From an optimization exercise on the open Yosys and OpenROAD flow, aimed at small area; shortcuts taken in it are not production practice.
The RTL of this run was laid out without a check of its function.
No activity file was given, so power comes from the tool's default toggle rates.

==> flow/run.sh <==
#!/bin/bash
# synth_recipe.tcl (not shown) runs the flow's synth.tcl, then flattens the netlist and writes it again
# the make line also repeats each setting of config.mk as NAME=value (left out here)
make -C /OpenROAD-flow-scripts/flow DESIGN_CONFIG=/design/flow/config.mk WORK_HOME=/design/flow/orfs CLKGATE_MAP_FILE= SYNTH_SCRIPT=/design/flow/synth_recipe.tcl finish
==> flow/config.mk <==
export PLATFORM = sky130hd
export DESIGN_NAME = fir_7_7
export DESIGN_NICKNAME = fir_7_7
export VERILOG_FILES = /design/flow/design.v
export SDC_FILE = /design/flow/constraint.sdc
export NUM_CORES = 4
export LEC_CHECK = 0
export CAP_MARGIN = 20
export CORE_MARGIN = 2
export CORE_UTILIZATION = 40
export SLEW_MARGIN = 20
==> flow/constraint.sdc <==
create_clock -name core_clock -period 8.0 [get_ports {clk}]
set_input_delay 1.6000 -clock core_clock [delete_from_list [all_inputs] [get_ports {clk}]]
set_output_delay 1.6000 -clock core_clock [all_outputs]
set_load 0.01 [all_outputs]
==> flow/design.v <==
`timescale 1ns / 1ps
module fir_7_7(
    input clk,
    input rst,
    input [7:0] weight_data,
    input [2:0] weight_idx,
    input weight_valid,
    output weight_ready,
    input [7:0] input_data,
    input input_valid,
    output input_ready,
    output [15:0] output_data,
    input output_ready,
    output output_valid 
    );
    reg i_ready;
    reg w_ready;
    assign input_ready = i_ready;
    assign weight_ready = w_ready;
    wire [15:0] products [6:0];
    wire [15:0] sums [ 5:0];
    reg [7:0] inputs [6:0];
    reg [7:0] weights [6:0];
    reg [15:0] result;
    assign output_data = result;
    reg output_valid_delay;
    reg output_valid_r;
    assign output_valid = output_valid_r;
    always@(posedge clk)
    begin
        if(input_valid & input_ready)
            output_valid_delay <= 1;
        else
            output_valid_delay <= 0;
        output_valid_r <= output_valid_delay;
    end
    always@(posedge clk)
    begin
        if(rst)
        begin
            inputs[0] <= 0;
            inputs[1] <= 0;
            inputs[2] <= 0;
            inputs[3] <= 0;
            inputs[4] <= 0;
            inputs[5] <= 0;
            inputs[6] <= 0;
            weights[0] <= 0;
            weights[1] <= 0;
            weights[2] <= 0;
            weights[3] <= 0;
            weights[4] <= 0;
            weights[5] <= 0;
            weights[6] <= 0;
            result <= 0;
            i_ready <= 0;
            w_ready <= 0;
        end else begin
            i_ready <= 1;
            w_ready <= 1;
            if(weight_ready & weight_valid)begin
                weights[weight_idx] <= weight_data;
            end
            if(input_valid & input_ready)begin
                inputs[0] <= input_data;
                inputs[1] <= inputs[0];
                inputs[2] <= inputs[1];
                inputs[3] <= inputs[2];
                inputs[4] <= inputs[3];
                inputs[5] <= inputs[4];
                inputs[6] <= inputs[5];
            end
            if(output_valid & output_ready)begin
                result <= sums[5];
            end
        end
    end
    multiplier m0(inputs[0], weights[0], products[0]);
    multiplier m1(inputs[1], weights[1], products[1]);
    multiplier m2(inputs[2], weights[2], products[2]);
    multiplier m3(inputs[3], weights[3], products[3]);
    multiplier m4(inputs[4], weights[4], products[4]);
    multiplier m5(inputs[5], weights[5], products[5]);
    multiplier m6(inputs[6], weights[6], products[6]);
    adder a0(products[0], products[1], sums[0]);
    adder a1(products[2], products[3], sums[1]);
    adder a2(products[4], products[5], sums[2]);
    adder a3(products[6], sums[0], sums[3]);
    adder a4(sums[1], sums[2], sums[4]);
    adder a5(sums[3], sums[4], sums[5]);
endmodule
module adder(
    input [15:0] addend1,
    input [15:0] addend2,
    output [15:0] sum
    );
    assign sum = addend1 + addend2;
endmodule
module multiplier(
    input [7:0] weight_data,
    input [7:0] input_data,
    output [15:0] product
    );
    assign product = weight_data * input_data;
endmodule
==> results.py <==
metrics = {
    "clock_tree": {
        "cts_tree": "built",
        "cts.sinks": 131,
        "postCtsHoldBufs": 0,
        "ctsRootBufferMaster": "clkbuf_16",
        "clk_latency_ns": 0.50,
        "htree_levels": 4,
        "clkSlewWorstSetupHoldPaths_ns": 0.06,
        "cts.path.max_buffers": 2,
        "cts-resized-gates": 0,
        "cts-buffers-inserted": 17,
        "cts_setup_buffers": 0,
    },
    "placed_design": {
        "dp_hpwl_mm": 46.45,
        "port_buffers": 42,
        "pre_cts_ws_ns": 0.6133,
        "place.gp.congestion": 0.9118,
    },
    "power": {
        "peakVddDrop_uv": 136.2,
        "p_per_area_mw_per_mm2": 80.72,
        "p_leak_nw": 10.58,
    },
    "floorplanning": {
        "rows": 81,
        "coreArea_sq_mm": 0.04905,
        "die_area_sq_mm": 0.05152,
        "die_x_um": 227.0,
        "start_util": 0.4054,
        "ios": 43,
        "die_h_um": 227.0,
    },
    "synthesis": {
        "synth_top_flop_cell": "dfxtp_1",
        "synth.area.top_cells": "fa_1 (40%), ha_1 (12%), inv_1 (9.6%)",
        "yosysWarnings": 3,
        "synth.distinct_cells": 37,
        "ys_seq_area_frac": 0.1560,
        "synth_top_area_share": 0.4036,
        "syn_inst": 2114,
        "mappedNetlistNets": 2722,
        "synth_edf_count": 48,
        "async_flop_share": 0,
        "synth.avg_cell_area_sq_um": 9.408,
        "synth.ff_latch_count": 131,
        "synth_top_area_cell": "fa_1",
        "syn_area_sq_mm": 0.01989,
    },
    "global_routing": {
        "grt_pass1_wl_mm": 88.04,
        "grt.met1_usage": 0.3196,
        "gr-total-overflow": 0,
        "gr-max-usage-layer": "met2",
        "antenna_found_initial": 2,
        "grt_pass1_vias": 15010,
        "grt_max_degree": 58,
        "use_met2": 0.3799,
        "track_usage": 0.2336,
        "use_met3": 0.04143,
    },
    "timing": {
        "fin_crit_ns": 7.406,
        "maxSlewViolCount": 0,
        "max_freq_mhz": 135.0,
        "finalCritPeriodShare": 0.9257,
        "rsz0062_at_grt": "no",
        "layout_setup_ws_ns": 0.5945,
        "holdWs_ns": 0.3262,
        "setup_viol": 0,
        "worst_pin_slew_ns": 1.017,
        "fin_worst_skew_ns": 0.01888,
        "max_slew_margin": 0.3172,
        "hold_viol": 0,
        "fin_tns_setup_ns": 0,
    },
    "detailed_routing": {
        "vias": 13680,
        "drt_first_pass_iters": 5,
        "routed_wl_mm": 55.40,
        "route.detailed.drc": 0,
        "postRouteAntennaNets": 0,
        "wire_per_inst_um": 19.81,
        "drt_iter0_drc": 963,
        "vias_per_cell": 4.892,
    },
    "final_layout": {
        "drive_gt1_frac": 0.02625,
        "syn2layout_area_growth_pct": 8.480,
        "n_fill_cell": 4852,
        "layout_commonest_cell": "inv_1",
        "nNetsFinal": 2728,
        "layout_common_cells": "inv_1 (506), fa_1 (401), nand2_1 (305)",
        "antenna_cells": 0,
    },
    "run_status": {
        "status": "complete, no violations",
    },
    "setup_path": {
        "cp-end-kind": "register",
        "worstSetupPathType": "register to register",
        "crit_arrival_ns": 7.78,
        "cp_data_required_time_ns": 8.37,
        "worstSetupStartpointType": "register",
        "crit_fanout": 8,
    },
    "worst_hold_path": {
        "hp-class": "register to register",
    },
    "flow_run": {
        "maxCapViolations": 0,
    },
}
==> final timing paths <==
check / from / end / slack (ns) / cells after the start
setup / recovery: weights[0][4] / result[14] / 0.59 / 21
hold / removal: output_valid_delay / output_valid_r / 0.33 / 0
setup reg to reg: weights[0][4] / result[14] / 0.59 / 21
hold reg to reg: output_valid_delay / output_valid_r / 0.33 / 0
==> state kept, by name, summed over array words and instances, names as in the netlist <==
register,flops
weights,56
inputs,56
result,16
output_valid_delay,1
output_valid_r,1
w_ready,1
==> routing by layer <==
metal	vias to the layer above	share of wire
met4	2	0.029
met2	396	0.47
met1	7027	0.44
met5	-	0.00022
li1	6189	-
met3	70	0.064
==> synthesized netlist by cell type (2+ instances only) <==
cell and number:
buf_2 2, or3_1 3, o21bai_1 2, o211ai_1 2
nand3_1 5, buf_1 4, clkbuf_1 65, inv_1 507
a21o_1 4, nand2_1 306, and2_1 303, fa_1 401
mux2i_1 8, o21ai_0 12, nor2_1 50, ha_1 183
nand4_1 2, a211oi_1 5, dfxtp_1 83, edfxtp_1 48
xor2_1 5, nand2b_1 2, xnor2_1 22, a21oi_1 77
==> cell families (layout without fill, tap and decap cells) <==
group,count (synthesis),count (layout),share of synthesized area
and+or+nand+nor,673,673,0.1668
xor gates and xnor gates,28,28,0.01302
buffers and inverters,579,598,0.1096
adders and majority gates,584,584,0.5188
AOI/OAI and AO/OA,110,110,0.03120
DFF,131,131,0.1560
muxes,9,9,0.004593
==> area by class of cell <==
type	instances	area, sq um	share of cell area
well taps	664	830.8	0.03851
repair buffers	59	543.0	0.02517
clock buffers	20	457.9	0.02123
flip-flops and latches	131	3103	0.1438
inverters	507	1903	0.08821
clock inverters	12	128.9	0.005973
multi-input cells	1404	14610	0.6771
==> per-stage QoR <==
stage	std cells	utilization	total power, mW	cell area, sq um
detailed placement	2765	0.4279	0.9234	20990
CTS	2797	0.4398	1.759	21570
global route	2797	0.4398	1.800	21570
global placement	2765	0.4279	0.9200	20990
floorplan	2114	-	0.8362	19890
finish	2797	0.4398	1.742	21570
==> power breakdown <==
group | switching, mW | internal (mW) | total (mW)
clock network | 0.355 | 0.476 | 0.831
logic | 0.113 | 0.0629 | 0.176
registers | 0.0301 | 0.704 | 0.734
==> worst max-delay path, cell delays in order (launching register included) <==
cell      delay, ns
edfxtp_1       0.48
and2_1         0.23
fa_1           0.54
inv_1          0.05
fa_1           0.50
fa_1           0.56
fa_1           0.57
inv_1          0.06
fa_1           0.50
fa_1           0.60
fa_1           0.44
fa_1           0.50
inv_1          0.05
fa_1           0.47
inv_1          0.06
ha_1           0.38
a21o_1         0.20
a21oi_1        0.14
o211ai_1       0.14
a31o_2         0.29
a21oi_1        0.16
mux2_2         0.34

[re-timing with driven ports]
In the flow no input, the clock included, has a driving cell. The finished layout below was timed again as built, in two steps. Step 1 assumes that a clkbuf_16 drives the clock port and a buf_2 every other input. Step 2, shift: input delay + t, output delay - t, t = (earliest + latest rising clock arrival at the registers) / 2. This alone moves slack from input paths to output paths. Slacks: no drivers / after step 1 / after step 2; pairs: no drivers / after step 1.
shift t [ns]: 0.539
slack for setup (ns): 0.594 / 0.594 / 0.594
worst data-port slew with drivers (ns): 0.04
After both steps this run still meets setup and hold. For this run, drivers alone change the setup slack by 0.000 ns; drivers and shift together by 0.000 ns.
